This design comes from an exercise in tuning for small area, a short achievable clock period and few clock cycles on the open sky130 flow, not from production work. In this exercise RTL edits were held to simulation tests only and were not proved equivalent to the original.

[flow/config.mk]
export PLATFORM = sky130hd
export DESIGN_NAME = LearningMachine
export DESIGN_NICKNAME = LearningMachine
export VERILOG_FILES = /design/flow/design.v
export SDC_FILE = /design/flow/constraint.sdc
export NUM_CORES = 4
export LEC_CHECK = 0
export ABC_CLOCK_PERIOD_IN_PS = 5000
export CAP_MARGIN = 20
export CORE_MARGIN = 2
export CORE_UTILIZATION = 40
export SETUP_SLACK_MARGIN = 5
export SLEW_MARGIN = 20
export SYNTH_HIERARCHICAL = 1
export SYNTH_MINIMUM_KEEP_SIZE = 0
[flow/constraint.sdc]
create_clock -name core_clock -period 12.0 [get_ports {clk}]
set_input_delay 2.4000 -clock core_clock [delete_from_list [all_inputs] [get_ports {clk}]]
set_output_delay 2.4000 -clock core_clock [all_outputs]
set_load 0.01 [all_outputs]
[flow/design.v]
`timescale 1ns/1ns
module Controller(input clk, rst, start, compare, flag, output InitYin, InitW1, InitW2, InitB, InitFlag, InitAlpha, LdX1, LdX2, LdT, Select2, LdYin, LdFlag, LdAlphaT, LdW1, LdW2, LdB,ReadEn,Ready, output [1:0] Select1, Sel1, Sel2);
	reg initYin, initW1, initW2, initB, initFlag, initAlpha, ldX1, ldX2, ldT, select2, ldYin, ldFlag, ldAlphaT, ldW1, ldW2, ldB;
	reg [1:0] select1, sel1, sel2;
	reg [3:0] ns, ps;
	reg ldCnt, cntDown;
	reg readEn, ready;
	wire co;
	reg [7:0] Cout;
	always@(ps, start, co, compare, flag)begin
		ns = 4'b0;
		case(ps)
			4'b0000: begin
				ns = (start)? 4'b0001 : 4'b0000;
			  end
			4'b0001: begin
				ns = 4'b0010;
				end
			4'b0010: begin
				ns = 4'b0011;
				end
			4'b0011: begin
				ns = 4'b0100;
				end
			4'b0100: begin
				ns = 4'b0101;
				end
			4'b0101: begin
				ns = compare ? 4'b0110 : 4'b1010;
				end
			4'b0110: begin
				ns = 4'b0111;
				end
			4'b0111: begin
				ns = 4'b1000;
				end
			4'b1000: begin
				ns = 4'b1001;
				end
			4'b1001: begin
				ns = 4'b1010;
				end
			4'b1010: begin
				ns = (co == 0) ? 4'b0010 : 
				     (flag == 1) ? 4'b1011 : 
				     (flag == 0) ? 4'b0000 : 4'b1010;
				end
			4'b1011: begin
			  ns = 4'b0010;
			  end
			default: ns = 4'b0000;
		endcase
	end
	always@(ps)begin
		{initYin, initW1, initW2, initB, initFlag, ldCnt, initAlpha, ldX1, ldX2, ldT, cntDown, select2, ldYin, ldFlag, ldAlphaT, ldW1, ldW2, ldB} = 18'b0;
		readEn = 1'b0;
		ready = 1'b0;
		select1 = 2'b0;
		sel1 = 2'b0;
		sel2 = 2'b0;
		case(ps)
			4'b0000: begin
				ready = 1;
			  end
			4'b0001: begin
				initW1 = 1;
				initW2 = 1;
				initB = 1;
				initYin = 1;
				ldCnt = 1;
				initAlpha = 1;
				end
			4'b0010: begin
				ldX1 = 1;
				ldX2 = 1;
				ldT = 1;
				cntDown = 1;
				readEn = 1;
				end
			4'b0011: begin
				sel1 = 2'b00;
				sel2 = 2'b01;
				select1 = 2'b01;
				select2 = 1;
				ldYin = 1;
				end
			4'b0100: begin
				sel1 = 2'b01;
				sel2 = 2'b10;
				select1 = 2'b00;
				select2 = 1;
				ldYin = 1;
				end
			4'b0101: begin
				end
			4'b0110: begin
				sel1 = 2'b10;
				sel2 = 2'b0;
				ldAlphaT = 1;
				ldFlag = 1;
				end
			4'b0111: begin
				sel1 = 2'b11;
				sel2 = 2'b01;
				select2 = 1;
				select1 = 2'b10;
				ldW1 = 1;
				end
			4'b1000: begin
				sel1 = 2'b11;
				sel2 = 2'b10;
				select2 = 1;
				select1 = 2'b11;
				ldW2 = 1;
				end
			4'b1001: begin
				select2 = 0;
				select1 = 2'b01;
				ldB = 1;
				end
			4'b1010: begin
				end
			4'b1011: begin
			  ldCnt = 1;
			  initFlag = 1;
			  end
		endcase
	end
	always@(posedge clk,posedge rst)begin
		if(rst) ps <= 4'b0000;
		else ps <= ns;
	end
	always@(posedge clk, posedge rst)begin
	  if(rst)
	    Cout = 8'b11001000;
	  else begin
	    if(ldCnt) Cout <= 8'b11001000;
	    else if(cntDown) Cout <= Cout - 1;
	  end
  end
  assign co = ~|{Cout};
  assign InitYin = initYin;
  assign InitW1 = initW1;
  assign InitW2 = initW2;
  assign InitB = initB;
  assign InitFlag = initFlag;
  assign LdCnt = ldCnt;
  assign InitAlpha = initAlpha;
  assign LdX1 = ldX1;
  assign LdX2 = ldX2;
  assign LdT = ldT;
  assign CntDown = cntDown;
  assign Select1 = select1;
  assign Select2 = select2;
  assign LdYin = ldYin;
  assign LdFlag = ldFlag;
  assign LdAlphaT = ldAlphaT;
  assign LdW1 = ldW1;
  assign LdW2 = ldW2;
  assign LdB = ldB;
  assign Sel1 = sel1;
  assign Sel2 = sel2;
  assign ReadEn = readEn;
  assign Ready = ready;
endmodule
`timescale 1ns/1ns
module FlagReg(input clk,rst,loadData,initVal, output out);
  reg outData;
  assign out = outData;
  always@(posedge clk, posedge rst)begin
    if(rst) outData <= 1'b0;
    else
    begin
      if(initVal) outData <= 1'b0;
      else
    begin
    if (loadData) outData <= 1'b1;
    else outData <= outData;
    end
  end
  end
endmodule
`timescale 1ns/1ns
module Reg2bit(input clk,rst,loadData,initVal, input [1:0] inData, output[1:0] out);
  reg [1:0] outData;
  assign out = outData;
  always@(posedge clk, posedge rst)begin
    if(rst) outData <= 2'b0;
    else
    begin
      if(initVal) outData <= 2'b0;
      else
    begin
    if (loadData) outData <= inData;
    else outData <= outData;
    end
  end
  end
endmodule
`timescale 1ns/1ns
module Reg3bit(input clk,rst,loadData,initVal, input [2:0] inData, output[2:0] out);
  reg [2:0] outData;
  assign out = outData;
  always@(posedge clk, posedge rst)begin
    if(rst) outData <= 3'b0;
    else
    begin
      if(initVal) outData <= 3'b0;
      else
    begin
    if (loadData) outData <= inData;
    else outData <= outData;
    end
  end
  end
endmodule
`timescale 1ns/1ns
module Reg7bit(input clk,rst,loadData,initVal, input [6:0] inData, output[6:0] out);
  reg [6:0] outData;
  assign out = outData;
  always@(posedge clk, posedge rst)begin
    if(rst) outData <= 7'b0;
    else
    begin
      if(initVal) outData <= 7'b0;
      else
    begin
    if (loadData) outData <= inData;
    else outData <= outData;
    end
  end
  end
endmodule
`timescale 1ns/1ns
module Reg14bit(input clk,rst,loadData,initVal, input [13:0] inData, output[13:0] out);
  reg [13:0] outData;
  assign out = outData;
  always@(posedge clk, posedge rst)begin
    if(rst) outData <= 14'b0;
    else
    begin
      if(initVal) outData <= 14'b0;
      else
    begin
    if (loadData) outData <= inData;
    else outData <= outData;
    end
  end
  end
endmodule
`timescale 1ns/1ns
module Mux2to1(input select, input [13:0]in1,in2, output [13:0]MuxOut);
  assign MuxOut = ~select ? in1 : in2;
endmodule
`timescale 1ns/1ns
module Mux4to1(input [1:0]select, input [13:0]in1,in2,in3,in4, output [13:0]MuxOut);
  assign MuxOut = select==2'b00 ? in1 :
          select==2'b01 ? in2 :
          select==2'b10 ? in3 :
          select==2'b11 ? in4 : 14'bz;
endmodule
`timescale 1ns/1ns
module adder( input [13:0] op1, op2, output [13:0] result );
  assign result = op1 + op2;
endmodule
`timescale 1ns/1ns
module multiplier( input [13:0] op1, op2, output [13:0] result );
  wire [27:0] w;
  wire signed [13:0] operand1,operand2;
  assign operand1 = op1;
  assign operand2 = op2;
  assign w = operand1 * operand2;
  assign result = w[21:8];
endmodule
`timescale 1ns/1ns
module DataPath(input clk,rst, input [6:0] x1Data,x2Data, input [1:0] tData, input InitYin, InitW1, InitW2, InitB, InitFlag, InitAlpha, LdX1, LdX2, LdT, Select2, LdYin, LdFlag, LdAlphaT, LdW1, LdW2, LdB, input [1:0]  Select1, Sel1, Sel2, output compare, flag, output[1:0] signYin, output[13:0] w1,w2,b,Yin);
  wire [6:0] x1,x2;
  wire [1:0] t;
  wire [2:0] alpha,alphaT;
  wire [13:0] AddOut,MultOut,MultOp1,MultOp2,AddOp1,AddOp2;
  wire [13:0] castedT,castedAlphaT,castedAlpha,castedX1,castedX2;
  assign castedT = t[1] ? {4'b1111, t, 8'b0}: {4'b0, t, 8'b0};
  assign castedAlphaT = alphaT[2] ? {5'b11111, alphaT, 6'b0}: {5'b0, alphaT, 6'b0};
  assign castedAlpha = alpha[2] ? {5'b11111, alpha, 6'b0}: {5'b0, alpha, 6'b0};
  assign castedX1 = x1[6] ? {3'b111, x1, 4'b0}: {3'b0, x1, 4'b0};
  assign castedX2 = x2[6] ? {3'b111, x2, 4'b0}: {3'b0, x2, 4'b0};
  FlagReg FLAG(clk,rst,LdFlag,InitFlag, flag);
  Reg2bit T(clk,rst,LdT,1'b0,tData,t);
  Reg3bit ALPHA(clk,rst,InitAlpha,1'b0,3'b011, alpha);
  Reg3bit ALPHAT(clk,rst,LdAlphaT,1'b0,MultOut[8:6], alphaT);
  Reg7bit X1(clk,rst,LdX1,1'b0,x1Data, x1);
  Reg7bit X2(clk,rst,LdX2,1'b0,x2Data, x2);
  Reg14bit W1(clk,rst,LdW1,InitW1,AddOut, w1);
  Reg14bit W2(clk,rst,LdW2,InitW2,AddOut, w2);
  Reg14bit B (clk,rst,LdB,InitB,AddOut, b);
  Reg14bit YIN (clk,rst,LdYin,InitYin,AddOut, Yin);
  Mux4to1 MULTOP1(Sel1,w1,w2,castedT,castedAlphaT, MultOp1);
  Mux4to1 MULTOP2(Sel2,castedAlpha,castedX1,castedX2,14'b0, MultOp2);
  Mux4to1 ADDOP1(Select1,Yin,b,w1,w2, AddOp1);
  Mux2to1 ADDOP2(Select2,castedAlphaT,MultOut, AddOp2);
  multiplier MULTIPLIER(MultOp1,MultOp2, MultOut);
  adder ADDER(AddOp1,AddOp2, AddOut);
  assign compare = (Yin == 14'b0) ? 1 : (Yin[13] ^ t[1]);
  assign signYin = Yin[13] ? 2'b11 : 2'b01;  
endmodule
`timescale 1ns/1ns
module LearningMachine(input clk,rst, start, input [6:0] x1Data,x2Data, input [1:0] tData, output[1:0] signYin, output[13:0] w1,w2,b,Yin,output ReadEn, Ready);
  reg busy, rdEn, valid;
  reg xlast, flag;
  reg [7:0] cnt;      
  reg [6:0] x1, x2;
  reg [3:0] o1, o2;      
  reg [2:0] tw1, tw2;    
  reg t;
  reg [11:0] u1, u2;
  reg [7:0] v;
  reg [13:0] yReg;
  wire [13:0] ya, yb;
  wire [11:0] u1n, u2n;
  wire n1;
  wire n2;
  wire n3;
  wire n4;
  wire n5;
  wire n6;
  wire n7;
  wire n8;
  wire n9;
  wire n10;
  wire n11;
  wire n12;
  wire n13;
  wire n14;
  wire n15;
  wire n16;
  wire n17;
  wire n18;
  wire n19;
  wire n20;
  wire n21;
  wire n22;
  wire n23;
  wire n24;
  wire n25;
  wire n26;
  wire n27;
  wire n28;
  wire n29;
  wire n30;
  wire n31;
  wire n32;
  wire n33;
  wire n34;
  wire n35;
  wire n36;
  wire n37;
  wire n38;
  wire n39;
  wire n40;
  wire n41;
  wire n42;
  wire n43;
  wire n44;
  wire n45;
  wire n46;
  wire n47;
  wire n48;
  wire n49;
  wire n50;
  wire n51;
  wire n52;
  wire n53;
  wire n54;
  wire n55;
  wire n56;
  wire n57;
  wire n58;
  wire n59;
  wire n60;
  wire n61;
  wire n62;
  wire n63;
  wire n64;
  wire n65;
  wire n66;
  wire n67;
  wire n68;
  wire n69;
  wire n70;
  wire n71;
  wire n72;
  wire n73;
  wire n74;
  wire n75;
  wire n76;
  wire n77;
  wire n78;
  wire n79;
  wire n80;
  wire n81;
  wire n82;
  wire n83;
  wire n84;
  wire n85;
  wire n86;
  wire n87;
  wire n88;
  wire n89;
  wire n90;
  wire n91;
  wire n92;
  wire n93;
  wire n94;
  wire n95;
  wire n96;
  wire n97;
  wire n98;
  wire n99;
  wire t100;
  wire s101;
  wire c102;
  wire t103;
  wire s104;
  wire c105;
  wire s106;
  wire c107;
  wire t108;
  wire s109;
  wire c110;
  wire t111;
  wire s112;
  wire c113;
  wire t114;
  wire s115;
  wire c116;
  wire t117;
  wire s118;
  wire c119;
  wire s120;
  wire c121;
  wire t122;
  wire s123;
  wire c124;
  wire t125;
  wire s126;
  wire c127;
  wire t128;
  wire s129;
  wire c130;
  wire t131;
  wire s132;
  wire c133;
  wire t134;
  wire s135;
  wire c136;
  wire t137;
  wire s138;
  wire c139;
  wire t140;
  wire s141;
  wire c142;
  wire t143;
  wire s144;
  wire c145;
  wire t146;
  wire s147;
  wire c148;
  wire t149;
  wire s150;
  wire c151;
  wire t152;
  wire s153;
  wire c154;
  wire t155;
  wire s156;
  wire c157;
  wire t158;
  wire s159;
  wire c160;
  wire t161;
  wire s162;
  wire c163;
  wire t164;
  wire s165;
  wire c166;
  wire t167;
  wire s168;
  wire c169;
  wire t170;
  wire s171;
  wire c172;
  wire s173;
  wire c174;
  wire t175;
  wire s176;
  wire c177;
  wire t178;
  wire s179;
  wire c180;
  wire s181;
  wire c182;
  wire t183;
  wire s184;
  wire c185;
  wire s186;
  wire c187;
  wire t188;
  wire s189;
  wire c190;
  wire t191;
  wire s192;
  wire c193;
  wire t194;
  wire s195;
  wire c196;
  wire s197;
  wire c198;
  wire t199;
  wire s200;
  wire c201;
  wire t202;
  wire s203;
  wire c204;
  wire t205;
  wire s206;
  wire c207;
  wire t208;
  wire s209;
  wire c210;
  wire t211;
  wire s212;
  wire c213;
  wire t214;
  wire s215;
  wire c216;
  wire t217;
  wire s218;
  wire c219;
  wire t220;
  wire s221;
  wire c222;
  wire t223;
  wire s224;
  wire c225;
  wire t226;
  wire s227;
  wire c228;
  wire t229;
  wire s230;
  wire c231;
  wire t232;
  wire s233;
  wire c234;
  wire t235;
  wire s236;
  wire c237;
  wire t238;
  wire s239;
  wire c240;
  wire t241;
  wire s242;
  wire c243;
  wire t244;
  wire s245;
  wire c246;
  wire t247;
  wire s248;
  wire c249;
  wire t250;
  wire s251;
  wire c252;
  wire t253;
  wire s254;
  wire c255;
  wire t256;
  wire s257;
  wire c258;
  wire t259;
  wire s260;
  wire c261;
  wire t262;
  wire s263;
  wire c264;
  wire s265;
  wire c266;
  wire t267;
  wire s268;
  wire c269;
  wire t270;
  wire s271;
  wire c272;
  wire t273;
  wire s274;
  wire c275;
  wire t276;
  wire s277;
  wire c278;
  wire t279;
  wire s280;
  wire c281;
  wire t282;
  wire s283;
  wire c284;
  wire t285;
  wire s286;
  wire c287;
  wire t288;
  wire s289;
  wire c290;
  wire t291;
  wire s292;
  wire c293;
  wire t294;
  wire s295;
  wire c296;
  wire t297;
  wire s298;
  wire c299;
  wire t300;
  wire s301;
  wire c302;
  wire t303;
  wire s304;
  wire c305;
  wire s306;
  wire c307;
  wire t308;
  wire s309;
  wire c310;
  wire t311;
  wire s312;
  wire c313;
  wire t314;
  wire s315;
  wire c316;
  wire t317;
  wire s318;
  wire c319;
  wire t320;
  wire s321;
  wire c322;
  wire t323;
  wire s324;
  wire c325;
  wire t326;
  wire s327;
  wire c328;
  wire t329;
  wire s330;
  wire c331;
  wire t332;
  wire s333;
  wire c334;
  wire t335;
  wire s336;
  wire c337;
  wire t338;
  wire s339;
  wire c340;
  wire t341;
  wire s342;
  wire c343;
  wire t344;
  wire s345;
  wire c346;
  wire s347;
  wire c348;
  wire s349;
  wire c350;
  wire s351;
  wire c352;
  wire s353;
  wire c354;
  wire s355;
  wire c356;
  wire s357;
  wire c358;
  wire s359;
  wire c360;
  wire s361;
  wire c362;
  wire s363;
  wire c364;
  wire s365;
  wire c366;
  wire s367;
  wire c368;
  wire s369;
  wire c370;
  wire s371;
  wire c372;
  wire s373;
  wire c374;
  wire g375;
  wire g376;
  wire p377;
  wire g378;
  wire p379;
  wire g380;
  wire p381;
  wire g382;
  wire p383;
  wire g384;
  wire p385;
  wire g386;
  wire p387;
  wire i388;
  wire g389;
  wire g390;
  wire i391;
  wire i392;
  wire g393;
  wire p394;
  wire g395;
  wire p396;
  wire i397;
  wire i398;
  wire g399;
  wire p400;
  wire g401;
  wire p402;
  wire g403;
  wire i404;
  wire g405;
  wire i406;
  wire g407;
  wire g408;
  wire g409;
  wire p410;
  wire i411;
  wire i412;
  wire g413;
  wire p414;
  wire i415;
  wire g416;
  wire g417;
  wire g418;
  wire i419;
  wire g420;
  wire g421;
  wire i422;
  wire g423;
  wire y424;
  wire y425;
  wire y426;
  wire y427;
  wire y428;
  wire y429;
  wire y430;
  wire y431;
  wire y432;
  wire y433;
  wire y434;
  wire y435;
  wire y436;
  assign n1 = ((o1[0] & u1[0])) ^ x1[1];
  assign n2 = ((o1[0] & u1[1]) | (tw1[0] & u1[0])) ^ x1[1];
  assign n3 = ((o1[0] & u1[2]) | (tw1[0] & u1[1])) ^ x1[1];
  assign n4 = ((o1[0] & u1[3]) | (tw1[0] & u1[2])) ^ x1[1];
  assign n5 = ((o1[0] & u1[4]) | (tw1[0] & u1[3])) ^ x1[1];
  assign n6 = ((o1[0] & u1[5]) | (tw1[0] & u1[4])) ^ x1[1];
  assign n7 = ((o1[0] & u1[6]) | (tw1[0] & u1[5])) ^ x1[1];
  assign n8 = ((o1[0] & u1[7]) | (tw1[0] & u1[6])) ^ x1[1];
  assign n9 = ((o1[0] & u1[8]) | (tw1[0] & u1[7])) ^ x1[1];
  assign n10 = ((o1[0] & u1[9]) | (tw1[0] & u1[8])) ^ x1[1];
  assign n11 = ((o1[0] & u1[10]) | (tw1[0] & u1[9])) ^ x1[1];
  assign n12 = ((o1[0] & u1[11]) | (tw1[0] & u1[10])) ^ x1[1];
  assign n13 = ~(((o1[0] & u1[11]) | (tw1[0] & u1[11])) ^ x1[1]);
  assign n14 = ((o1[1] & u1[0])) ^ x1[3];
  assign n15 = ((o1[1] & u1[1]) | (tw1[1] & u1[0])) ^ x1[3];
  assign n16 = ((o1[1] & u1[2]) | (tw1[1] & u1[1])) ^ x1[3];
  assign n17 = ((o1[1] & u1[3]) | (tw1[1] & u1[2])) ^ x1[3];
  assign n18 = ((o1[1] & u1[4]) | (tw1[1] & u1[3])) ^ x1[3];
  assign n19 = ((o1[1] & u1[5]) | (tw1[1] & u1[4])) ^ x1[3];
  assign n20 = ((o1[1] & u1[6]) | (tw1[1] & u1[5])) ^ x1[3];
  assign n21 = ((o1[1] & u1[7]) | (tw1[1] & u1[6])) ^ x1[3];
  assign n22 = ((o1[1] & u1[8]) | (tw1[1] & u1[7])) ^ x1[3];
  assign n23 = ((o1[1] & u1[9]) | (tw1[1] & u1[8])) ^ x1[3];
  assign n24 = ((o1[1] & u1[10]) | (tw1[1] & u1[9])) ^ x1[3];
  assign n25 = ((o1[1] & u1[11]) | (tw1[1] & u1[10])) ^ x1[3];
  assign n26 = ~(((o1[1] & u1[11]) | (tw1[1] & u1[11])) ^ x1[3]);
  assign n27 = ((o1[2] & u1[0])) ^ x1[5];
  assign n28 = ((o1[2] & u1[1]) | (tw1[2] & u1[0])) ^ x1[5];
  assign n29 = ((o1[2] & u1[2]) | (tw1[2] & u1[1])) ^ x1[5];
  assign n30 = ((o1[2] & u1[3]) | (tw1[2] & u1[2])) ^ x1[5];
  assign n31 = ((o1[2] & u1[4]) | (tw1[2] & u1[3])) ^ x1[5];
  assign n32 = ((o1[2] & u1[5]) | (tw1[2] & u1[4])) ^ x1[5];
  assign n33 = ((o1[2] & u1[6]) | (tw1[2] & u1[5])) ^ x1[5];
  assign n34 = ((o1[2] & u1[7]) | (tw1[2] & u1[6])) ^ x1[5];
  assign n35 = ((o1[2] & u1[8]) | (tw1[2] & u1[7])) ^ x1[5];
  assign n36 = ((o1[2] & u1[9]) | (tw1[2] & u1[8])) ^ x1[5];
  assign n37 = ((o1[2] & u1[10]) | (tw1[2] & u1[9])) ^ x1[5];
  assign n38 = ((o1[2] & u1[11]) | (tw1[2] & u1[10])) ^ x1[5];
  assign n39 = (o1[3] & u1[0]);
  assign n40 = x1[6] & ~((o1[3] & u1[0]));
  assign n41 = ((o1[3] & u1[1])) ^ x1[6];
  assign n42 = ((o1[3] & u1[2])) ^ x1[6];
  assign n43 = ((o1[3] & u1[3])) ^ x1[6];
  assign n44 = ((o1[3] & u1[4])) ^ x1[6];
  assign n45 = ((o1[3] & u1[5])) ^ x1[6];
  assign n46 = ((o1[3] & u1[6])) ^ x1[6];
  assign n47 = ((o1[3] & u1[7])) ^ x1[6];
  assign n48 = ((o1[3] & u1[8])) ^ x1[6];
  assign n49 = ((o1[3] & u1[9])) ^ x1[6];
  assign n50 = n1 & x1[1] & n2;
  assign n51 = ((o2[0] & u2[0])) ^ x2[1];
  assign n52 = ((o2[0] & u2[1]) | (tw2[0] & u2[0])) ^ x2[1];
  assign n53 = ((o2[0] & u2[2]) | (tw2[0] & u2[1])) ^ x2[1];
  assign n54 = ((o2[0] & u2[3]) | (tw2[0] & u2[2])) ^ x2[1];
  assign n55 = ((o2[0] & u2[4]) | (tw2[0] & u2[3])) ^ x2[1];
  assign n56 = ((o2[0] & u2[5]) | (tw2[0] & u2[4])) ^ x2[1];
  assign n57 = ((o2[0] & u2[6]) | (tw2[0] & u2[5])) ^ x2[1];
  assign n58 = ((o2[0] & u2[7]) | (tw2[0] & u2[6])) ^ x2[1];
  assign n59 = ((o2[0] & u2[8]) | (tw2[0] & u2[7])) ^ x2[1];
  assign n60 = ((o2[0] & u2[9]) | (tw2[0] & u2[8])) ^ x2[1];
  assign n61 = ((o2[0] & u2[10]) | (tw2[0] & u2[9])) ^ x2[1];
  assign n62 = ((o2[0] & u2[11]) | (tw2[0] & u2[10])) ^ x2[1];
  assign n63 = ~(((o2[0] & u2[11]) | (tw2[0] & u2[11])) ^ x2[1]);
  assign n64 = ((o2[1] & u2[0])) ^ x2[3];
  assign n65 = ((o2[1] & u2[1]) | (tw2[1] & u2[0])) ^ x2[3];
  assign n66 = ((o2[1] & u2[2]) | (tw2[1] & u2[1])) ^ x2[3];
  assign n67 = ((o2[1] & u2[3]) | (tw2[1] & u2[2])) ^ x2[3];
  assign n68 = ((o2[1] & u2[4]) | (tw2[1] & u2[3])) ^ x2[3];
  assign n69 = ((o2[1] & u2[5]) | (tw2[1] & u2[4])) ^ x2[3];
  assign n70 = ((o2[1] & u2[6]) | (tw2[1] & u2[5])) ^ x2[3];
  assign n71 = ((o2[1] & u2[7]) | (tw2[1] & u2[6])) ^ x2[3];
  assign n72 = ((o2[1] & u2[8]) | (tw2[1] & u2[7])) ^ x2[3];
  assign n73 = ((o2[1] & u2[9]) | (tw2[1] & u2[8])) ^ x2[3];
  assign n74 = ((o2[1] & u2[10]) | (tw2[1] & u2[9])) ^ x2[3];
  assign n75 = ((o2[1] & u2[11]) | (tw2[1] & u2[10])) ^ x2[3];
  assign n76 = ~(((o2[1] & u2[11]) | (tw2[1] & u2[11])) ^ x2[3]);
  assign n77 = ((o2[2] & u2[0])) ^ x2[5];
  assign n78 = ((o2[2] & u2[1]) | (tw2[2] & u2[0])) ^ x2[5];
  assign n79 = ((o2[2] & u2[2]) | (tw2[2] & u2[1])) ^ x2[5];
  assign n80 = ((o2[2] & u2[3]) | (tw2[2] & u2[2])) ^ x2[5];
  assign n81 = ((o2[2] & u2[4]) | (tw2[2] & u2[3])) ^ x2[5];
  assign n82 = ((o2[2] & u2[5]) | (tw2[2] & u2[4])) ^ x2[5];
  assign n83 = ((o2[2] & u2[6]) | (tw2[2] & u2[5])) ^ x2[5];
  assign n84 = ((o2[2] & u2[7]) | (tw2[2] & u2[6])) ^ x2[5];
  assign n85 = ((o2[2] & u2[8]) | (tw2[2] & u2[7])) ^ x2[5];
  assign n86 = ((o2[2] & u2[9]) | (tw2[2] & u2[8])) ^ x2[5];
  assign n87 = ((o2[2] & u2[10]) | (tw2[2] & u2[9])) ^ x2[5];
  assign n88 = ((o2[2] & u2[11]) | (tw2[2] & u2[10])) ^ x2[5];
  assign n89 = ((o2[3] & u2[0])) ^ x2[6];
  assign n90 = ((o2[3] & u2[1])) ^ x2[6];
  assign n91 = ((o2[3] & u2[2])) ^ x2[6];
  assign n92 = ((o2[3] & u2[3])) ^ x2[6];
  assign n93 = ((o2[3] & u2[4])) ^ x2[6];
  assign n94 = ((o2[3] & u2[5])) ^ x2[6];
  assign n95 = ((o2[3] & u2[6])) ^ x2[6];
  assign n96 = ((o2[3] & u2[7])) ^ x2[6];
  assign n97 = ((o2[3] & u2[8])) ^ x2[6];
  assign n98 = ((o2[3] & u2[9])) ^ x2[6];
  assign n99 = n51 & x2[1] & n52;
  LM_x2 xt100(x1[3], x2[3], t100);
  LM_x2 xs101(t100, n3, s101);
  LM_mj mc102(x1[3], x2[3], n3, c102);
  LM_x2 xt103(x1[5], x2[5], t103);
  LM_x2 xs104(t103, n5, s104);
  LM_mj mc105(x1[5], x2[5], n5, c105);
  LM_ha hs106(n6, n17, s106, c107);
  LM_x2 xt108(x2[6], n7, t108);
  LM_x2 xs109(t108, n18, s109);
  LM_mj mc110(x2[6], n7, n18, c110);
  LM_x2 xt111(n29, n39, t111);
  LM_x2 xs112(t111, n57, s112);
  LM_mj mc113(n29, n39, n57, c113);
  LM_x2 xt114(n8, n19, t114);
  LM_x2 xs115(t114, n30, s115);
  LM_mj mc116(n8, n19, n30, c116);
  LM_x2 xt117(n40, n41, t117);
  LM_x2 xs118(t117, n58, s118);
  LM_mj mc119(n40, n41, n58, c119);
  LM_ha hs120(n69, n80, s120, c121);
  LM_x2 xt122(v[0], n9, t122);
  LM_x2 xs123(t122, n20, s123);
  LM_mj mc124(v[0], n9, n20, c124);
  LM_x2 xt125(n31, n42, t125);
  LM_x2 xs126(t125, n59, s126);
  LM_mj mc127(n31, n42, n59, c127);
  LM_x2 xt128(n70, n81, t128);
  LM_x2 xs129(t128, n91, s129);
  LM_mj mc130(n70, n81, n91, c130);
  LM_x2 xt131(v[1], n10, t131);
  LM_x2 xs132(t131, n21, s132);
  LM_mj mc133(v[1], n10, n21, c133);
  LM_x2 xt134(n32, n43, t134);
  LM_x2 xs135(t134, n60, s135);
  LM_mj mc136(n32, n43, n60, c136);
  LM_x2 xt137(n71, n82, t137);
  LM_x2 xs138(t137, n92, s138);
  LM_mj mc139(n71, n82, n92, c139);
  LM_x2 xt140(v[2], n11, t140);
  LM_x2 xs141(t140, n22, s141);
  LM_mj mc142(v[2], n11, n22, c142);
  LM_x2 xt143(n33, n44, t143);
  LM_x2 xs144(t143, n61, s144);
  LM_mj mc145(n33, n44, n61, c145);
  LM_x2 xt146(n72, n83, t146);
  LM_x2 xs147(t146, n93, s147);
  LM_mj mc148(n72, n83, n93, c148);
  LM_x2 xt149(v[3], n12, t149);
  LM_x2 xs150(t149, n23, s150);
  LM_mj mc151(v[3], n12, n23, c151);
  LM_x2 xt152(n34, n45, t152);
  LM_x2 xs153(t152, n62, s153);
  LM_mj mc154(n34, n45, n62, c154);
  LM_x2 xt155(n73, n84, t155);
  LM_x2 xs156(t155, n94, s156);
  LM_mj mc157(n73, n84, n94, c157);
  LM_x2 xt158(v[4], n13, t158);
  LM_x2 xs159(t158, n24, s159);
  LM_mj mc160(v[4], n13, n24, c160);
  LM_x2 xt161(n35, n46, t161);
  LM_x2 xs162(t161, n63, s162);
  LM_mj mc163(n35, n46, n63, c163);
  LM_x2 xt164(n74, n85, t164);
  LM_x2 xs165(t164, n95, s165);
  LM_mj mc166(n74, n85, n95, c166);
  LM_x2 xt167(1'b1, v[5], t167);
  LM_x2 xs168(t167, n25, s168);
  LM_mj mc169(1'b1, v[5], n25, c169);
  LM_x2 xt170(n36, n47, t170);
  LM_x2 xs171(t170, n75, s171);
  LM_mj mc172(n36, n47, n75, c172);
  LM_ha hs173(n86, n96, s173, c174);
  LM_x2 xt175(1'b1, v[6], t175);
  LM_x2 xs176(t175, n26, s176);
  LM_mj mc177(1'b1, v[6], n26, c177);
  LM_x2 xt178(n37, n48, t178);
  LM_x2 xs179(t178, n76, s179);
  LM_mj mc180(n37, n48, n76, c180);
  LM_ha hs181(n87, n97, s181, c182);
  LM_x2 xt183(v[7], n38, t183);
  LM_x2 xs184(t183, n49, s184);
  LM_mj mc185(v[7], n38, n49, c185);
  LM_ha hs186(n88, n98, s186, c187);
  LM_x2 xt188(n14, n50, t188);
  LM_x2 xs189(t188, n53, s189);
  LM_mj mc190(n14, n50, n53, c190);
  LM_x2 xt191(n4, n15, t191);
  LM_x2 xs192(t191, n54, s192);
  LM_mj mc193(n4, n15, n54, c193);
  LM_x2 xt194(n16, n27, t194);
  LM_x2 xs195(t194, n55, s195);
  LM_mj mc196(n16, n27, n55, c196);
  LM_ha hs197(n66, n77, s197, c198);
  LM_x2 xt199(n28, n56, t199);
  LM_x2 xs200(t199, n67, s200);
  LM_mj mc201(n28, n56, n67, c201);
  LM_x2 xt202(n78, s106, t202);
  LM_x2 xs203(t202, c105, s203);
  LM_mj mc204(n78, s106, c105, c204);
  LM_x2 xt205(n68, n79, t205);
  LM_x2 xs206(t205, n89, s206);
  LM_mj mc207(n68, n79, n89, c207);
  LM_x2 xt208(c107, s109, t208);
  LM_x2 xs209(t208, s112, s209);
  LM_mj mc210(c107, s109, s112, c210);
  LM_x2 xt211(n90, s120, t211);
  LM_x2 xs212(t211, c110, s212);
  LM_mj mc213(n90, s120, c110, c213);
  LM_x2 xt214(c113, s115, t214);
  LM_x2 xs215(t214, s118, s215);
  LM_mj mc216(c113, s115, s118, c216);
  LM_x2 xt217(c121, c116, t217);
  LM_x2 xs218(t217, c119, s218);
  LM_mj mc219(c121, c116, c119, c219);
  LM_x2 xt220(s123, s126, t220);
  LM_x2 xs221(t220, s129, s221);
  LM_mj mc222(s123, s126, s129, c222);
  LM_x2 xt223(c124, c127, t223);
  LM_x2 xs224(t223, c130, s224);
  LM_mj mc225(c124, c127, c130, c225);
  LM_x2 xt226(s132, s135, t226);
  LM_x2 xs227(t226, s138, s227);
  LM_mj mc228(s132, s135, s138, c228);
  LM_x2 xt229(c133, c136, t229);
  LM_x2 xs230(t229, c139, s230);
  LM_mj mc231(c133, c136, c139, c231);
  LM_x2 xt232(s141, s144, t232);
  LM_x2 xs233(t232, s147, s233);
  LM_mj mc234(s141, s144, s147, c234);
  LM_x2 xt235(c142, c145, t235);
  LM_x2 xs236(t235, c148, s236);
  LM_mj mc237(c142, c145, c148, c237);
  LM_x2 xt238(s150, s153, t238);
  LM_x2 xs239(t238, s156, s239);
  LM_mj mc240(s150, s153, s156, c240);
  LM_x2 xt241(c151, c154, t241);
  LM_x2 xs242(t241, c157, s242);
  LM_mj mc243(c151, c154, c157, c243);
  LM_x2 xt244(s159, s162, t244);
  LM_x2 xs245(t244, s165, s245);
  LM_mj mc246(s159, s162, s165, c246);
  LM_x2 xt247(s173, c160, t247);
  LM_x2 xs248(t247, c163, s248);
  LM_mj mc249(s173, c160, c163, c249);
  LM_x2 xt250(c166, s168, t250);
  LM_x2 xs251(t250, s171, s251);
  LM_mj mc252(c166, s168, s171, c252);
  LM_x2 xt253(c174, s181, t253);
  LM_x2 xs254(t253, c169, s254);
  LM_mj mc255(c174, s181, c169, c255);
  LM_x2 xt256(c172, s176, t256);
  LM_x2 xs257(t256, s179, s257);
  LM_mj mc258(c172, s176, s179, c258);
  LM_x2 xt259(t, c182, t259);
  LM_x2 xs260(t259, s186, s260);
  LM_mj mc261(t, c182, s186, c261);
  LM_x2 xt262(c177, c180, t262);
  LM_x2 xs263(t262, s184, s263);
  LM_mj mc264(c177, c180, s184, c264);
  LM_ha hs265(n64, n99, s265, c266);
  LM_x2 xt267(n65, c102, t267);
  LM_x2 xs268(t267, c190, s268);
  LM_mj mc269(n65, c102, c190, c269);
  LM_x2 xt270(s197, c193, t270);
  LM_x2 xs271(t270, s104, s271);
  LM_mj mc272(s197, c193, s104, c272);
  LM_x2 xt273(c198, c196, t273);
  LM_x2 xs274(t273, s200, s274);
  LM_mj mc275(c198, c196, s200, c275);
  LM_x2 xt276(c201, s206, t276);
  LM_x2 xs277(t276, c204, s277);
  LM_mj mc278(c201, s206, c204, c278);
  LM_x2 xt279(c207, s212, t279);
  LM_x2 xs280(t279, c210, s280);
  LM_mj mc281(c207, s212, c210, c281);
  LM_x2 xt282(c213, c216, t282);
  LM_x2 xs283(t282, s218, s283);
  LM_mj mc284(c213, c216, s218, c284);
  LM_x2 xt285(c219, c222, t285);
  LM_x2 xs286(t285, s224, s286);
  LM_mj mc287(c219, c222, s224, c287);
  LM_x2 xt288(c225, c228, t288);
  LM_x2 xs289(t288, s230, s289);
  LM_mj mc290(c225, c228, s230, c290);
  LM_x2 xt291(c231, c234, t291);
  LM_x2 xs292(t291, s236, s292);
  LM_mj mc293(c231, c234, s236, c293);
  LM_x2 xt294(c237, c240, t294);
  LM_x2 xs295(t294, s242, s295);
  LM_mj mc296(c237, c240, s242, c296);
  LM_x2 xt297(c243, c246, t297);
  LM_x2 xs298(t297, s248, s298);
  LM_mj mc299(c243, c246, s248, c299);
  LM_x2 xt300(c249, s254, t300);
  LM_x2 xs301(t300, c252, s301);
  LM_mj mc302(c249, s254, c252, c302);
  LM_x2 xt303(c255, s260, t303);
  LM_x2 xs304(t303, c258, s304);
  LM_mj mc305(c255, s260, c258, c305);
  LM_ha hs306(s265, s101, s306, c307);
  LM_x2 xt308(c266, s192, t308);
  LM_x2 xs309(t308, s268, s309);
  LM_mj mc310(c266, s192, s268, c310);
  LM_x2 xt311(s195, c269, t311);
  LM_x2 xs312(t311, s271, s312);
  LM_mj mc313(s195, c269, s271, c313);
  LM_x2 xt314(c272, s203, t314);
  LM_x2 xs315(t314, s274, s315);
  LM_mj mc316(c272, s203, s274, c316);
  LM_x2 xt317(c275, s209, t317);
  LM_x2 xs318(t317, s277, s318);
  LM_mj mc319(c275, s209, s277, c319);
  LM_x2 xt320(s215, c278, t320);
  LM_x2 xs321(t320, s280, s321);
  LM_mj mc322(s215, c278, s280, c322);
  LM_x2 xt323(s221, c281, t323);
  LM_x2 xs324(t323, s283, s324);
  LM_mj mc325(s221, c281, s283, c325);
  LM_x2 xt326(s227, c284, t326);
  LM_x2 xs327(t326, s286, s327);
  LM_mj mc328(s227, c284, s286, c328);
  LM_x2 xt329(s233, c287, t329);
  LM_x2 xs330(t329, s289, s330);
  LM_mj mc331(s233, c287, s289, c331);
  LM_x2 xt332(s239, c290, t332);
  LM_x2 xs333(t332, s292, s333);
  LM_mj mc334(s239, c290, s292, c334);
  LM_x2 xt335(s245, c293, t335);
  LM_x2 xs336(t335, s295, s336);
  LM_mj mc337(s245, c293, s295, c337);
  LM_x2 xt338(s251, c296, t338);
  LM_x2 xs339(t338, s298, s339);
  LM_mj mc340(s251, c296, s298, c340);
  LM_x2 xt341(s257, c299, t341);
  LM_x2 xs342(t341, s301, s342);
  LM_mj mc343(s257, c299, s301, c343);
  LM_x2 xt344(s263, c302, t344);
  LM_x2 xs345(t344, s304, s345);
  LM_mj mc346(s263, c302, s304, c346);
  assign ya = {c343, c340, c337, c334, c331, c328, c325, c322, c319, c316, c313, c310, c307, s306};
  assign yb = {s345, s342, s339, s336, s333, s330, s327, s324, s321, s318, s315, s312, s309, s189};
  LM_ha hs347(s306, s189, s347, c348);
  LM_ha hs349(c307, s309, s349, c350);
  LM_ha hs351(c310, s312, s351, c352);
  LM_ha hs353(c313, s315, s353, c354);
  LM_ha hs355(c316, s318, s355, c356);
  LM_ha hs357(c319, s321, s357, c358);
  LM_ha hs359(c322, s324, s359, c360);
  LM_ha hs361(c325, s327, s361, c362);
  LM_ha hs363(c328, s330, s363, c364);
  LM_ha hs365(c331, s333, s365, c366);
  LM_ha hs367(c334, s336, s367, c368);
  LM_ha hs369(c337, s339, s369, c370);
  LM_ha hs371(c340, s342, s371, c372);
  LM_ha hs373(c343, s345, s373, c374);
  LM_gi qg375(c350, s349, c348, g375);
  LM_gpi qg376(c354, s353, c352, s351, g376, p377);
  LM_gpi qg378(c358, s357, c356, s355, g378, p379);
  LM_gpi qg380(c362, s361, c360, s359, g380, p381);
  LM_gpi qg382(c366, s365, c364, s363, g382, p383);
  LM_gpi qg384(c370, s369, c368, s367, g384, p385);
  LM_gpi qg386(c374, s373, c372, s371, g386, p387);
  assign i388 = ~g375;
  LM_gi qg389(c352, s351, i388, g389);
  LM_go qg390(g376, p377, g375, g390);
  assign i391 = ~g378;
  assign i392 = ~p379;
  LM_gpi qg393(c360, s359, i391, i392, g393, p394);
  LM_gpo qg395(g380, p381, g378, p379, g395, p396);
  assign i397 = ~g382;
  assign i398 = ~p383;
  LM_gpi qg399(c368, s367, i397, i398, g399, p400);
  LM_gpo qg401(g384, p385, g382, p383, g401, p402);
  LM_gi qg403(c356, s355, g390, g403);
  assign i404 = ~g390;
  LM_go qg405(g378, p379, i404, g405);
  assign i406 = ~g390;
  LM_go qg407(g393, p394, i406, g407);
  LM_gi qg408(g395, p396, g390, g408);
  LM_gpi qg409(c372, s371, g401, p402, g409, p410);
  assign i411 = ~g401;
  assign i412 = ~p402;
  LM_gpo qg413(g386, p387, i411, i412, g413, p414);
  assign i415 = ~g408;
  LM_gi qg416(c364, s363, i415, g416);
  LM_go qg417(g382, p383, g408, g417);
  LM_go qg418(g399, p400, g408, g418);
  assign i419 = ~g408;
  LM_gi qg420(g401, p402, i419, g420);
  LM_go qg421(g409, p410, g408, g421);
  assign i422 = ~g408;
  LM_gi qg423(g413, p414, i422, g423);
  assign y424 = s349 ^ c348;
  assign y425 = s351 ^ ~g375;
  assign y426 = s353 ^ ~g389;
  assign y427 = s355 ^ g390;
  assign y428 = s357 ^ ~g403;
  assign y429 = s359 ^ g405;
  assign y430 = s361 ^ g407;
  assign y431 = s363 ^ ~g408;
  assign y432 = s365 ^ ~g416;
  assign y433 = s367 ^ g417;
  assign y434 = s369 ^ g418;
  assign y435 = s371 ^ ~g420;
  assign y436 = s373 ^ g421;
  assign yt = {y436, y435, y434, y433, y432, y431, y430, y429, y428, y427, y426, y425, y424, s347};
  wire [5:0] xl1 = x1[5:0] ^ {6{t}};
  wire xs1 = x1[6] ^ t;
  assign u1n = u1 + {4'd0, ~xs1, xs1, xl1} + {4'd0, ~xs1, xl1, t} + {4'b1111, 6'd0, t, 1'b0};
  wire [5:0] xl2 = x2[5:0] ^ {6{t}};
  wire xs2 = x2[6] ^ t;
  assign u2n = u2 + {4'd0, ~xs2, xs2, xl2} + {4'd0, ~xs2, xl2, t} + {4'b1111, 6'd0, t, 1'b0};
  wire [13:0] yt;    
  wire [13:0] y = {yt[13] ^ t, yt[12:0]};
  wire [13:0] zx = ya ^ yb ^ {ya[12:0] | yb[12:0], 1'b0} ^ {t, 13'd0};
  wire yzero = ~|zx;
  wire mis = yzero | yt[13];
  wire upd = valid & mis;
  wire clr = ~busy & start;
  wire [7:0] vn = v + {{6{t}}, ~t, 1'b1};    
  wire last = (cnt == 8'd14);
  function [6:0] booth(input [6:0] x);
    reg [8:0] e;
    integer i;
    begin
      e = {x[6], x, 1'b0};
      for (i = 0; i < 4; i = i + 1)
        booth[i] = e[2*i+1] ^ e[2*i];
      for (i = 0; i < 3; i = i + 1)
        booth[4+i] = (e[2*i+2] & ~e[2*i+1] & ~e[2*i]) | (~e[2*i+2] & e[2*i+1] & e[2*i]);
    end
  endfunction
  wire [6:0] bd1 = booth(x1Data);
  wire [6:0] bd2 = booth(x2Data);
  always @(posedge clk) begin
    x1 <= x1Data; x2 <= x2Data; t <= tData[1];
    o1 <= bd1[3:0]; tw1 <= bd1[6:4];
    o2 <= bd2[3:0]; tw2 <= bd2[6:4];
  end
  always @(posedge clk) begin
    if (!busy) begin
      xlast <= 1'b0; flag <= 1'b0; cnt <= 8'd1;
    end else begin
      if (rdEn) begin
        xlast <= last;
        cnt <= last ? 8'd1 : {cnt[6:0], cnt[7] ^ cnt[5] ^ cnt[4] ^ cnt[3]};
      end
      if (rdEn && last) flag <= 1'b0;
      else if (upd && !xlast) flag <= 1'b1;
    end
  end
  always @(posedge clk, posedge rst) begin
    if (rst) begin
      busy <= 1'b0; rdEn <= 1'b0; valid <= 1'b0;
      u1 <= 12'd0; u2 <= 12'd0; v <= 8'd0; yReg <= 14'd0;
    end else begin
      if (valid) yReg <= y;
      u1 <= upd ? u1n : u1 & {12{~clr}};
      u2 <= upd ? u2n : u2 & {12{~clr}};
      v <= upd ? vn : v & {8{~clr}};
      if (!busy) begin
        if (start) begin
          busy <= 1'b1; rdEn <= 1'b1; valid <= 1'b0;
        end
      end else begin
        valid <= rdEn;
        if (rdEn && last) begin
          rdEn <= flag | upd;
        end else if (!rdEn && xlast && valid) begin
          rdEn <= mis;
          busy <= mis;
        end
      end
    end
  end
  assign w1 = {u1, 2'b00};
  assign w2 = {u2, 2'b00};
  assign b = {v, 6'b0};
  assign Yin = yReg;
  assign signYin = {yReg[13], 1'b1};
  assign ReadEn = rdEn;
  assign Ready = ~busy;
endmodule
module LM_gpi(input gh, ph, gl, pl, output gn, pn);
  assign gn = ~(gh | (ph & gl));
  assign pn = ~(ph & pl);
endmodule
module LM_gi(input gh, ph, gl, output gn);
  assign gn = ~(gh | (ph & gl));
endmodule
module LM_gpo(input ghn, phn, gln, pln, output g, p);
  assign g = ~(ghn & (phn | gln));
  assign p = ~(phn | pln);
endmodule
module LM_go(input ghn, phn, gln, output g);
  assign g = ~(ghn & (phn | gln));
endmodule
module LM_x2(input a, b, output y);
  assign y = a ^ b;
endmodule
module LM_mj(input a, b, c, output y);
  assign y = (a & b) | (a & c) | (b & c);
endmodule
module LM_fa(input a, b, c, output s, co);
  assign s = a ^ b ^ c;
  assign co = (a & b) | (a & c) | (b & c);
endmodule
module LM_ha(input a, b, output s, co);
  assign s = a ^ b;
  assign co = a & b;
endmodule
module LM_gp(input gh, ph, gl, pl, output g, p);
  assign g = gh | (ph & gl);
  assign p = ph & pl;
endmodule
module LM_g(input gh, ph, gl, output g);
  assign g = gh | (ph & gl);
endmodule
[flow/flow/run.sh]
#!/bin/bash
set -euo pipefail
bash standard.sh SETUP_SLACK_MARGIN=7.5 'BUFFER_PORTS_ARGS=-buffer_cell sky130_fd_sc_hd__buf_1' finish > standard_make.log 2>&1
[flow/standard.sh]
#!/bin/bash
# synth_recipe.tcl (not shown) runs the flow's synth.tcl, then flattens the netlist and writes it again
# the make line also repeats each setting of config.mk as NAME=value (left out here)
make -C /OpenROAD-flow-scripts/flow DESIGN_CONFIG=/design/flow/config.mk WORK_HOME=/design/flow/orfs CLKGATE_MAP_FILE= SYNTH_SCRIPT=/design/flow/synth_recipe.tcl "${@:-finish}"
==> metrics.md, run 1 <==
| Metric | Value |
|---|---|
| Status | complete, no violations |
| DIE AREA | 24900 sq um |
| Post-synth EDFFs | 0 |
| CP cell instances | a22oi_2 -> xnor2_2 -> maj3_2 -> xor2_1 -> xor2_1 -> maj3_2 -> xor2_2 -> xor2_1 -> inv_1 -> ha_1 -> xor2_1 -> nand4_1 -> or3_4 -> o31a_4 -> buf_12 -> and3_1 -> a31o_2 |
| Post-DR wirelength/cell | 15.9 um |
| Max Cap Viol | 0 |
| Ys flop type | dfrtp_1 |
| Die X | 158 um |
| Placer Congestion | 0.883 |
| Worst path max stage delay | 0.51 ns |
| Total GRT Usage | 0.191 |
| HPWL after detailed placement | 17.0 mm |
| Crit path time final | 4.37 ns |
| CP max stage cell | dfrtp_2 |
| Initial antenna violation count | 0 |
| Final setup fails | 0 |
| Area Overhead vs Synth | 17.5% |
| DRT iter0 DRCs | 407 |
| Cells taking the most area after synthesis | xor2_1 18%, dfrtp_1 13%, xnor2_1 12% |
| First-pass GRT wire length | 37.5 mm |
| CP required | 12.26 ns |
| DRT Pass-1 Iters | 5 |
| Post-Route Skew | 0.0113 ns |
| Longest Clk Path Bufs | 2 |
| Synth unique cells | 50 |
| Register area | 2050 sq um |
| Post-DR vias/cell | 5.07 |
| Via count | 7516 |
| Syn Area/Cell | 8.78 sq um |
| Post-route setup slack | 7.63 ns |
| Post-synthesis async set-or-reset flop share | 0.570 |
| Grt ovf | 0 |
| Die Ht | 158 um |
| Nets | 1251 |
| Placed Instances | 1402 |
| Rows | 56 |
| Initial core utilization | 0.406 |
| RSZ-0062 raised after global routing | true |
| Clk sinks | 86 |
| Max Fanout on Critical Path | 13 |
| Core ar. | 23300 sq um |
| Fmax | 229 MHz |
| Largest net degree at the start of global routing | 50 |
| Final wirelength | 23.5 mm |
| Setup TNS | 0 ns |
| Part of the Yosys area used for sequential elements | 0.208 |
| Vias in the first global route | 7258 |
| Final cell count without fillers | 1482 |
| Share of the synthesized area in the top cell type | 0.177 |
| CP Class | flop to flop |
| Max-slew violation count | 0 |
| Tightest Pin Transition | 0.707 ns |
| Final Cycle Share | 0.364 |
| Routed Antenna Nets | 0 |
| WP data arrival | 4.63 ns |
| Post-Syn Area | 9470 sq um |
| Yosys warning total | 8 |
| Worst Hold Class | flop to flop |
| I/O Buffers | 66 |
| CTS clk-pin slew, worst paths | 0.07 ns |
| Filler cell count | 2225 |
| Worst slew margin | 0.528 |
| Crit. End Element | flop |
| Root Driver | clkbuf_16 |
| Area of the multi-input gates | 7270 sq um |
| Place WS | 6.68 ns |
| Antenna cell count | 0 |
| Largest area contributor in the netlist | xor2_1 |
| Final Hold Viols | 0 |
| Num CTS Buffers | 9 |
| Clock latency (worst-skew pair) | 0.36 ns |
| Most frequent CP cell | xor2_1 |
| Synth Instances | 1079 |
| H-Tree Level Count | 3 |
| CTS tree | yes |
| CP Launch Type | flop |
| Share of cells above drive strength 1 | 0.245 |
| Post-route DRC | 0 |
| #FFs+latches synth | 86 |
| I/O pins | 79 |
[per-module statistics from Yosys (local to each module, per instance)]
| module | area (sq um) | flip-flops and latches | cells |
|---|---|---|---|
| LM_x2 | 8.76 | 0 | 1 |
| LM_gpi | 12.5 | 0 | 2 |
| LM_gi | 8.76 | 0 | 1 |
| LM_mj | 11.3 | 0 | 1 |
| LearningMachine | 6830 | 86 | 799 |
| LM_gpo | 12.5 | 0 | 2 |
| LM_go | 5.00 | 0 | 1 |
| LM_ha | 12.5 | 0 | 1 |
[cell type report]
type	count	area share
clock inverter	5	0.00742
multi-input combinational	854	0.653
clock buffer	11	0.0209
tap	319	0.0359
timing repair buffer	135	0.0742
inverter	72	0.0243
sequential	86	0.184
[cell usage in the layout, fill, tap and decap left out, types with 41 or more instances in the layout]
cell type,count
xor2_1,180
xnor2_1,121
maj3_2,72
inv_1,71
buf_1,66
buf_4,62
ha_1,59
nand2_1,56
o21ai_0,42
a22oi_1,41
[critical path, delay by kind of cell (launching register included)]
kind | cells | cell delay (ns)
XOR/XNOR | 6 | 1.01
adder cells (fa/ha/maj) | 3 | 1.00
AO/OA/AOI/OAI | 3 | 0.81
AND/OR/NAND/NOR | 3 | 0.68
flip-flops | 1 | 0.51
buffers and inverters | 2 | 0.23
[stage by stage]
step | area (sq um) | hold slack (ns) | util
6_report | 11100 | 0.474 | 0.477
3_5_place_dp | 9840 | 0.462 | 0.422
2_1_floorplan | 9520 | 0.435 | -
3_3_place_gp | 9840 | 0.451 | 0.422
5_1_grt | 11100 | 0.502 | 0.477
4_1_cts | 10500 | 0.478 | 0.448
[timing repair]
item / CTS / global route
gates cloned: 1 / 1
buffers inserted: 17 / 45
pin swaps: 3 / 40
hold endpoints to repair: 0 / 0
hold buffers: 0 / 0
endpoints found under the setup margin: 36 / 35
resized for setup: 60 / 61
[logic make-up after synthesis]
| kind of cell | synth area share |
|---|---|
| XOR/XNOR | 0.299 |
| AO/OA/AOI/OAI | 0.135 |
| AND/OR/NAND/NOR | 0.0809 |
| buffers and inverters | 0.0669 |
| adder cells (fa/ha/maj) | 0.194 |
| flip-flops | 0.208 |
| multiplexers | 0.0169 |
| other | 0.000793 |
[registers in the layout, summed over array words and instances, names as in the netlist, 3 cells and up]
signal  count
cnt         8
o1          4
o2          4
tw1         3
tw2         3
u1         12
u2         12
v           8
x1          6
x2          6
yReg       14
[synth_stat cells, types with 3 or more instances]
library cell / n
maj3_2: 72
nand3_1: 33
buf_1: 12
o21a_1: 5
clkbuf_1: 52
mux2_2: 8
a21oi_1: 24
a31oi_1: 3
xor2_1: 191
ha_1: 61
dfrtp_1: 49
nor2b_1: 7
mux2i_1: 7
dfxtp_1: 37
fa_1: 13
nor2_1: 35
and3_1: 3
inv_1: 72
a21oi_2: 14
nand2_1: 58
o21bai_1: 3
nand2b_1: 8
a22oi_1: 64
o21ai_0: 43
a21o_1: 11
xnor2_1: 132
nand3b_1: 4
nor3_1: 6
o21ai_1: 6
buf_4: 12
and2_1: 5
[final timing paths]
kind                        from     to  slack [ns]  cells past startpoint
max                        u2[9]  u2[8]        7.63                     17
min in group asynchronous    rst  valid        2.20                      3
min                         flag   flag        0.47                      1
min reg2reg                 flag   flag        0.47                      1
max in group asynchronous    rst  u1[2]        9.26                      3
max reg2reg                u2[9]  u2[8]        7.63                     17
[routing by layer]
layer  wire [um]  track usage
met5           0            0
met2       11400        0.333
met1       10800        0.248
met4         388       0.0498
met3        1020       0.0246
Testbench counts, summed over its fixed seeds: cycles 145,544.
==> run 2: changes to the inputs <==
==> flow/flow/run.sh (replaced) <==
#!/bin/bash
set -euo pipefail
bash standard.sh SETUP_SLACK_MARGIN=7 'BUFFER_PORTS_ARGS=-buffer_cell sky130_fd_sc_hd__buf_1' finish > standard_make.log 2>&1
==> run 2 against run 1 <==
Non-clock buffer count is 65 lower. Wire length is 7.6% lower. Die area stayed put. Still clean. Final area is 7.9% lower. Via count is 4.0% lower. Synthesized cell count stayed put. Fmax is 7.5% lower. Highest routed layer unchanged. Register-to-register slack worse by 0.35 ns. Count of clock-buffer cells in the layout is 1 higher. Sequential share of layout area is 1.2 points higher.
==> metrics.md, run 2 <==
| Metric | Value |
|---|---|
| Area Overhead vs Synth | 8.24% |
| Clock latency (worst-skew pair) | 0.35 ns |
| Worst Hold Class | flop to flop |
| CTS clk-pin slew, worst paths | 0.07 ns |
| Worst path max stage delay | 0.83 ns |
| WP data arrival | 4.97 ns |
| Worst hold slack | 0.477 ns |
| Synth Instances | 1079 |
| Total GRT Usage | 0.182 |
| Yosys warning total | 8 |
| Final setup fails | 0 |
| Max-slew violation count | 0 |
| Post-Route Skew | 0.00930 ns |
| Biggest regs | yReg: 14 flops, u1: 12 flops, u2: 12 flops |
| Longest Clk Path Bufs | 2 |
| Largest net degree at the start of global routing | 67 |
| Final Hold Viols | 0 |
| Leading cell type in the layout, fill and taps excluded | xor2_1 |
| Final core utilization | 0.439 |
| Via count | 7218 |
| Reg2Reg Setup Slack | 7.27 ns |
| Filler cell count | 2337 |
| Rows | 56 |
| CTS tree | yes |
| Largest area contributor in the netlist | xor2_1 |
| Crit path time final | 4.73 ns |
| Post-route DRC | 0 |
| Post-synthesis async set-or-reset flop share | 0.570 |
| Die X | 158 um |
| Final wirelength | 21.7 mm |
| CP Class | flop to flop |
| Part of the Yosys area used for sequential elements | 0.208 |
| First-pass GRT wire length | 35.9 mm |
| Syn Area/Cell | 8.78 sq um |
| Max Fanout on Critical Path | 66 |
| Share of the synthesized area in the top cell type | 0.177 |
| Grt ovf | 0 |
| Num CTS Buffers | 9 |
| Share of cells above drive strength 1 | 0.144 |
| Status | complete, no violations |
| Die Ht | 158 um |
| #FFs+latches synth | 86 |
| Area of the multi-input gates | 6950 sq um |
| Synth top cells by count | 191 x xor2_1, 132 x xnor2_1, 72 x inv_1, 72 x maj3_2, 64 x a22oi_1 |
| CP Launch Type | flop |
| Initial core utilization | 0.406 |
| CP max stage cell | dfxtp_1 |
| Post-CTS setup buffer count | 0 |
| Register area | 2010 sq um |
| Vias in the first global route | 6913 |
| Worst slew margin | 0.407 |
| Fmax | 212 MHz |
| Max Cap Viol | 0 |
| I/O Buffers | 66 |
| Cells taking the most area after synthesis | xor2_1 18%, dfrtp_1 13%, xnor2_1 12% |
| Post-synth EDFFs | 0 |
| HPWL after detailed placement | 17.0 mm |
| Initial antenna violation count | 0 |
| H-Tree Level Count | 3 |
| Post-DR wirelength/cell | 15.3 um |
| Post-Syn Area | 9470 sq um |
| Antenna cell count | 0 |
| Placer Congestion | 0.869 |
| Nets | 1186 |
| Setup TNS | 0 ns |
| DRT iter0 DRCs | 323 |
| Largest Register | yReg |
| DIE AREA | 24900 sq um |
| Core ar. | 23300 sq um |
| Final Cycle Share | 0.394 |
| CP cell instances | xnor2_1 -> maj3_2 -> maj3_2 -> maj3_2 -> xor2_1 -> xor2_1 -> inv_1 -> ha_1 -> xor2_1 -> nand4_1 -> or3_1 -> o31a_2 -> buf_12 -> nand2_2 -> o21ai_0 -> a22o_1 |
| Number of flip-flops in the largest register | 14 |
| Clk sinks | 86 |
| Routed Antenna Nets | 0 |
| Crit. End Element | flop |
| I/O pins | 79 |
| Count leader, synth | xor2_1 |
| Post-DR vias/cell | 5.09 |
| DRT Pass-1 Iters | 5 |
| Root Driver | clkbuf_16 |
| Ys flop type | dfrtp_1 |
| CP required | 12.25 ns |
| Tightest Pin Transition | 0.889 ns |
| Synth unique cells | 50 |
| Most used cells in the layout excluding fill and tap cells | 189 x xor2_1, 132 x xnor2_1, 72 x maj3_2 |
| RSZ-0062 raised after global routing | false |
[run 2: cell counts after synthesis]
Identical to the previous run, type by type.
[run 2: Yosys stat by module, one instance, submodules excluded]
module	flops+latches	times used	cell area, sq um
LearningMachine	86	1	6830
LM_gpi	0	8	12.5
LM_gpo	0	2	12.5
LM_ha	0	22	12.5
LM_mj	0	72	11.3
LM_gi	0	6	8.76
LM_x2	0	154	8.76
LM_go	0	6	5.00
[run 2: through the flow]
step,cells,setup slack [ns],instance area [sq um]
final,1417,7.27,10300
after global routing,1417,7.00,10300
after CTS,1417,7.00,10200
after detailed placement,1401,6.62,9830
after global placement,1401,6.71,9830
after floorplan,1092,7.49,9520
[run 2: cell families after synthesis]
group,share of synthesized area
buffers and inverters,0.0669
DFF,0.208
muxes,0.0169
AOI/OAI and AO/OA,0.135
adders and majority gates,0.194
other,0.000793
and+or+nand+nor,0.0809
xor gates and xnor gates,0.299
[run 2: final cells by class]
type | instances | area share
inverters | 72 | 0.0264
repair buffers | 70 | 0.0283
well taps | 319 | 0.0389
flip-flops and latches | 86 | 0.196
clock inverters | 4 | 0.00757
clock buffers | 12 | 0.0250
multi-input cells | 854 | 0.678
[run 2: routing by layer]
layer,track usage,vias to the layer above,part of all wire
met1,0.245,3465,0.47
met5,0,-,0
met2,0.305,113,0.48
met4,0.0455,0,0.016
met3,0.0260,19,0.033
li1,-,3621,-
[run 2: worst paths after layout]
| kind | startpoint | endpoint | cells after the start |
|---|---|---|---|
| hold reg to reg | flag | flag | 1 |
| setup reg to reg | x2[6] | u2[11] | 16 |
| max in group asynchronous | rst | u1[0] | 3 |
| min in group asynchronous | rst | yReg[7] | 3 |
| setup / recovery | x2[6] | u2[11] | 16 |
| hold / removal | flag | flag | 1 |
[run 2: repair_timing]
item / CTS / global route
gates resized for setup: 13 / 30
hold buffers: 0 / 0
setup endpoints to repair: 13 / 34
[run 2: critical path: cells and delay by family, from the launching register on]
family	cells	cell delay, ns
flip-flops	1	0.83
AND/OR/NAND/NOR	3	0.67
XOR/XNOR	4	0.83
buffers and inverters	2	0.26
adder cells (fa/ha/maj)	4	1.31
AO/OA/AOI/OAI	3	0.66
==> run 3: changes to the inputs <==
--- a/flow/design.v
+++ b/flow/design.v
@@ -1168,5 +1168,11 @@
   wire [13:0] y = {yt[13] ^ t, yt[12:0]};
   wire [13:0] zx = ya ^ yb ^ {ya[12:0] | yb[12:0], 1'b0} ^ {t, 13'd0};
-  wire yzero = ~|zx;
+  wire [3:0] zn;
+  LM_nd4 zn0(~zx[3:0], zn[0]);
+  LM_nd4 zn1(~zx[7:4], zn[1]);
+  LM_nd4 zn2(~zx[11:8], zn[2]);
+  LM_nd4 zn3({2'b11, ~zx[13:12]}, zn[3]);
+  wire yzero;
+  LM_nr4 zr(zn, yzero);
   wire mis = yzero | yt[13];
   wire upd = valid & mis;
@@ -1236,4 +1242,10 @@
   assign Ready = ~busy;
 endmodule
+module LM_nd4(input [3:0] a, output y);
+  assign y = ~&a;
+endmodule
+module LM_nr4(input [3:0] a, output y);
+  assign y = ~|a;
+endmodule
 module LM_gpi(input gh, ph, gl, pl, output gn, pn);
   assign gn = ~(gh | (ph & gl));
==> run 3 against run 2 <==
Count of clock-buffer cells in the layout down 3. Largest cell class unchanged. Highest routed layer unchanged.
==> metrics.md, run 3 <==
| Metric | Value |
|---|---|
| Status | complete, no violations |
| Hold buffer count at CTS | 0 |
| Max Cap Viol | 0 |
| CTS clk-pin slew, worst paths | 0.07 ns |
| Max-slew violation count | 0 |
| DRT Pass-1 Iters | 5 |
| Synth unique cells | 52 |
| Share of cells above drive strength 1 | 0.154 |
| I/O pins | 79 |
| Synth Instances | 1078 |
| H-Tree Level Count | 3 |
| Die X | 158 um |
| Final Cycle Share | 0.389 |
| Largest Register | yReg |
| Biggest regs | yReg: 14 flops, u1: 12 flops, u2: 12 flops |
| Count leader, synth | xor2_1 |
| RSZ-0062 raised after global routing | false |
| Final setup fails | 0 |
| Post-Route Skew | 0.0135 ns |
| Place WS | 6.45 ns |
| Vias in the first global route | 6943 |
| Post-synthesis async set-or-reset flop share | 0.570 |
| Post-DR vias/cell | 5.05 |
| CP max stage cell | dfrtp_2 |
| Final wirelength | 21.6 mm |
| Longest Clk Path Bufs | 2 |
| Worst slew margin | 0.515 |
| Root Driver | clkbuf_16 |
| Placer Congestion | 0.858 |
| Max Fanout on Critical Path | 10 |
| Share of the synthesized area in the top cell type | 0.182 |
| Part of the Yosys area used for sequential elements | 0.208 |
| Post-Syn Area | 9460 sq um |
| WP data arrival | 4.90 ns |
| Post-route DRC | 0 |
| CP Class | flop to flop |
| Clk sinks | 86 |
| Routed Antenna Nets | 0 |
| Area Overhead vs Synth | 8.53% |
| DRT iter0 DRCs | 390 |
| CP required | 12.23 ns |
| Via count | 7171 |
| Tightest Pin Transition | 0.728 ns |
| Clock latency (worst-skew pair) | 0.36 ns |
| Synth top cells by count | 197 x xor2_1, 121 x xnor2_1, 72 x inv_1, 72 x maj3_2, 66 x a22oi_1 |
| Rows | 56 |
| Post-synth EDFFs | 0 |
| Post-route setup slack | 7.34 ns |
| Die Ht | 158 um |
| Worst path max stage delay | 0.51 ns |
| I/O Buffers | 66 |
| Ys flop type | dfrtp_1 |
| First-pass GRT wire length | 35.9 mm |
| Syn Area/Cell | 8.77 sq um |
| Fmax | 214 MHz |
| Worst r2r path cells | 20 |
| CP Launch Type | flop |
| Post-CTS setup buffer count | 0 |
| Most frequent CP cell | xor2_1 |
| Antenna cell count | 0 |
| Crit path time final | 4.66 ns |
| Num CTS Buffers | 9 |
| Largest net degree at the start of global routing | 57 |
| Total GRT Usage | 0.182 |
| Largest area contributor in the netlist | xor2_1 |
| Yosys warning total | 8 |
| Setup TNS | 0 ns |
| CP cell instances | a22oi_1 -> xnor2_1 -> xor2_1 -> xor2_1 -> maj3_2 -> maj3_2 -> xor2_1 -> xor2_1 -> inv_1 -> ha_1 -> xor2_1 -> xnor2_1 -> nand4_1 -> nor4_2 -> nor2_2 -> nor2b_1 -> buf_4 -> a21oi_4 -> o21ai_0 -> o21ai_0 |
## run 3: cell count changes in the layout (fill, tap and decap cells not counted), sizes merged, moves of 3 or more
| cell | delta |
|---|---|
| and2 | -4 |
| a21o | -8 |
| o21ai | +7 |
| o21a | -3 |
| xnor2 | -9 |
| o21bai | +3 |
| xor2 | +6 |
| nand4 | +3 |
| nand2 | +7 |
| a21oi | +6 |
| clkbuf | -3 |
| nor3 | -3 |
## run 3: what timing repair did
action,in CTS,in global routing
hold endpoints to repair,0,0
setup endpoints to repair,7,34
pin swaps,0,1
gates resized for setup,11,34
## run 3: per-stage QoR
stage	util	std cells	hold slack, ns	cell area [sq um]
floorplan	-	1093	0.442	9510
global placement	0.422	1404	0.464	9860
detailed placement	0.422	1404	0.467	9860
CTS	0.436	1420	0.483	10200
global route	0.440	1421	0.524	10300
finish	0.440	1421	0.475	10300
## run 3: routing by layer
metal | global-route usage | vias up | routed length, um
met4 | 0.0632 | 0 | 411
met3 | 0.0222 | 23 | 808
met5 | 0 | - | 0
met1 | 0.247 | 3405 | 10300
met2 | 0.299 | 131 | 10100
li1 | - | 3612 | -
## run 3: area by class of cell
cell class,instances,area share
inverter,73,0.0267
sequential,86,0.197
timing repair buffer,72,0.0296
clock inverter,7,0.00780
clock buffer,9,0.0219
multi-input combinational,855,0.678
tap,319,0.0389
## run 3: critical path: cells and delay by family (launching register included)
kind	cells	cell delay, ns
flops	1	0.51
compound gates	4	0.61
xor+xnor	7	1.42
buf+inv	2	0.31
simple gates	4	0.80
fa+ha+maj	3	0.88
## run 3: Yosys stat by module, one instance, submodules excluded, a selection
module,cells,flops+latches
LearningMachine,793,86
LM_nr4,1,0
LM_gpo,2,0
LM_ha,1,0
LM_gi,1,0
LM_x2,1,0
LM_go,1,0
## run 3: cell families (layout without fill, tap and decap cells)
kind of cell	Yosys count	count (layout)	share of synthesized area
AO/OA/AOI/OAI	192	192	0.133
XOR/XNOR	320	320	0.299
adder cells (fa/ha/maj)	146	146	0.194
buffers and inverters	152	161	0.0662
flip-flops	86	86	0.208
multiplexers	15	15	0.0169
other	2	17	0.000794
AND/OR/NAND/NOR	165	165	0.0815
## run 3: worst paths after layout
path | start | endpoint | slack, ns
setup reg to reg | u2[7] | u1[0] | 7.34
hold reg to reg | flag | flag | 0.48
min in group asynchronous | rst | yReg[1] | 2.21
setup / recovery | u2[7] | u1[0] | 7.34
max in group asynchronous | rst | u2[10] | 9.24
hold / removal | flag | flag | 0.48
Testbench counts of run 3, summed over its fixed seeds: cycles 145,544.

## separate check: timing with driven ports
Ports are ideal in the flow. The routed layouts listed here were re-timed in OpenROAD.
Step 1 assumes that a clkbuf_16 drives the clock port and a buf_2 every other input.
Step 2 adds t to the input delays and takes it off the output delays; t is the mean of the earliest and latest rising clock arrival at the registers after step 1. Input paths then give back, and output paths get back, about the clock's delay inside the block.
Three values: ideal, step 1, step 2; two values: the first two.
| run | shift t [ns] | setup WS [ns] | worst setup path at the end |
|---|---|---|---|
| run 1 | 0.403 | 7.627 / 7.627 / 7.627 | register to register |
| run 2 | 0.394 | 7.273 / 7.273 / 7.273 | register to register |
| run 3 | 0.399 | 7.336 / 7.336 / 7.336 | register to register |
After both steps setup and hold are still met in every run listed.
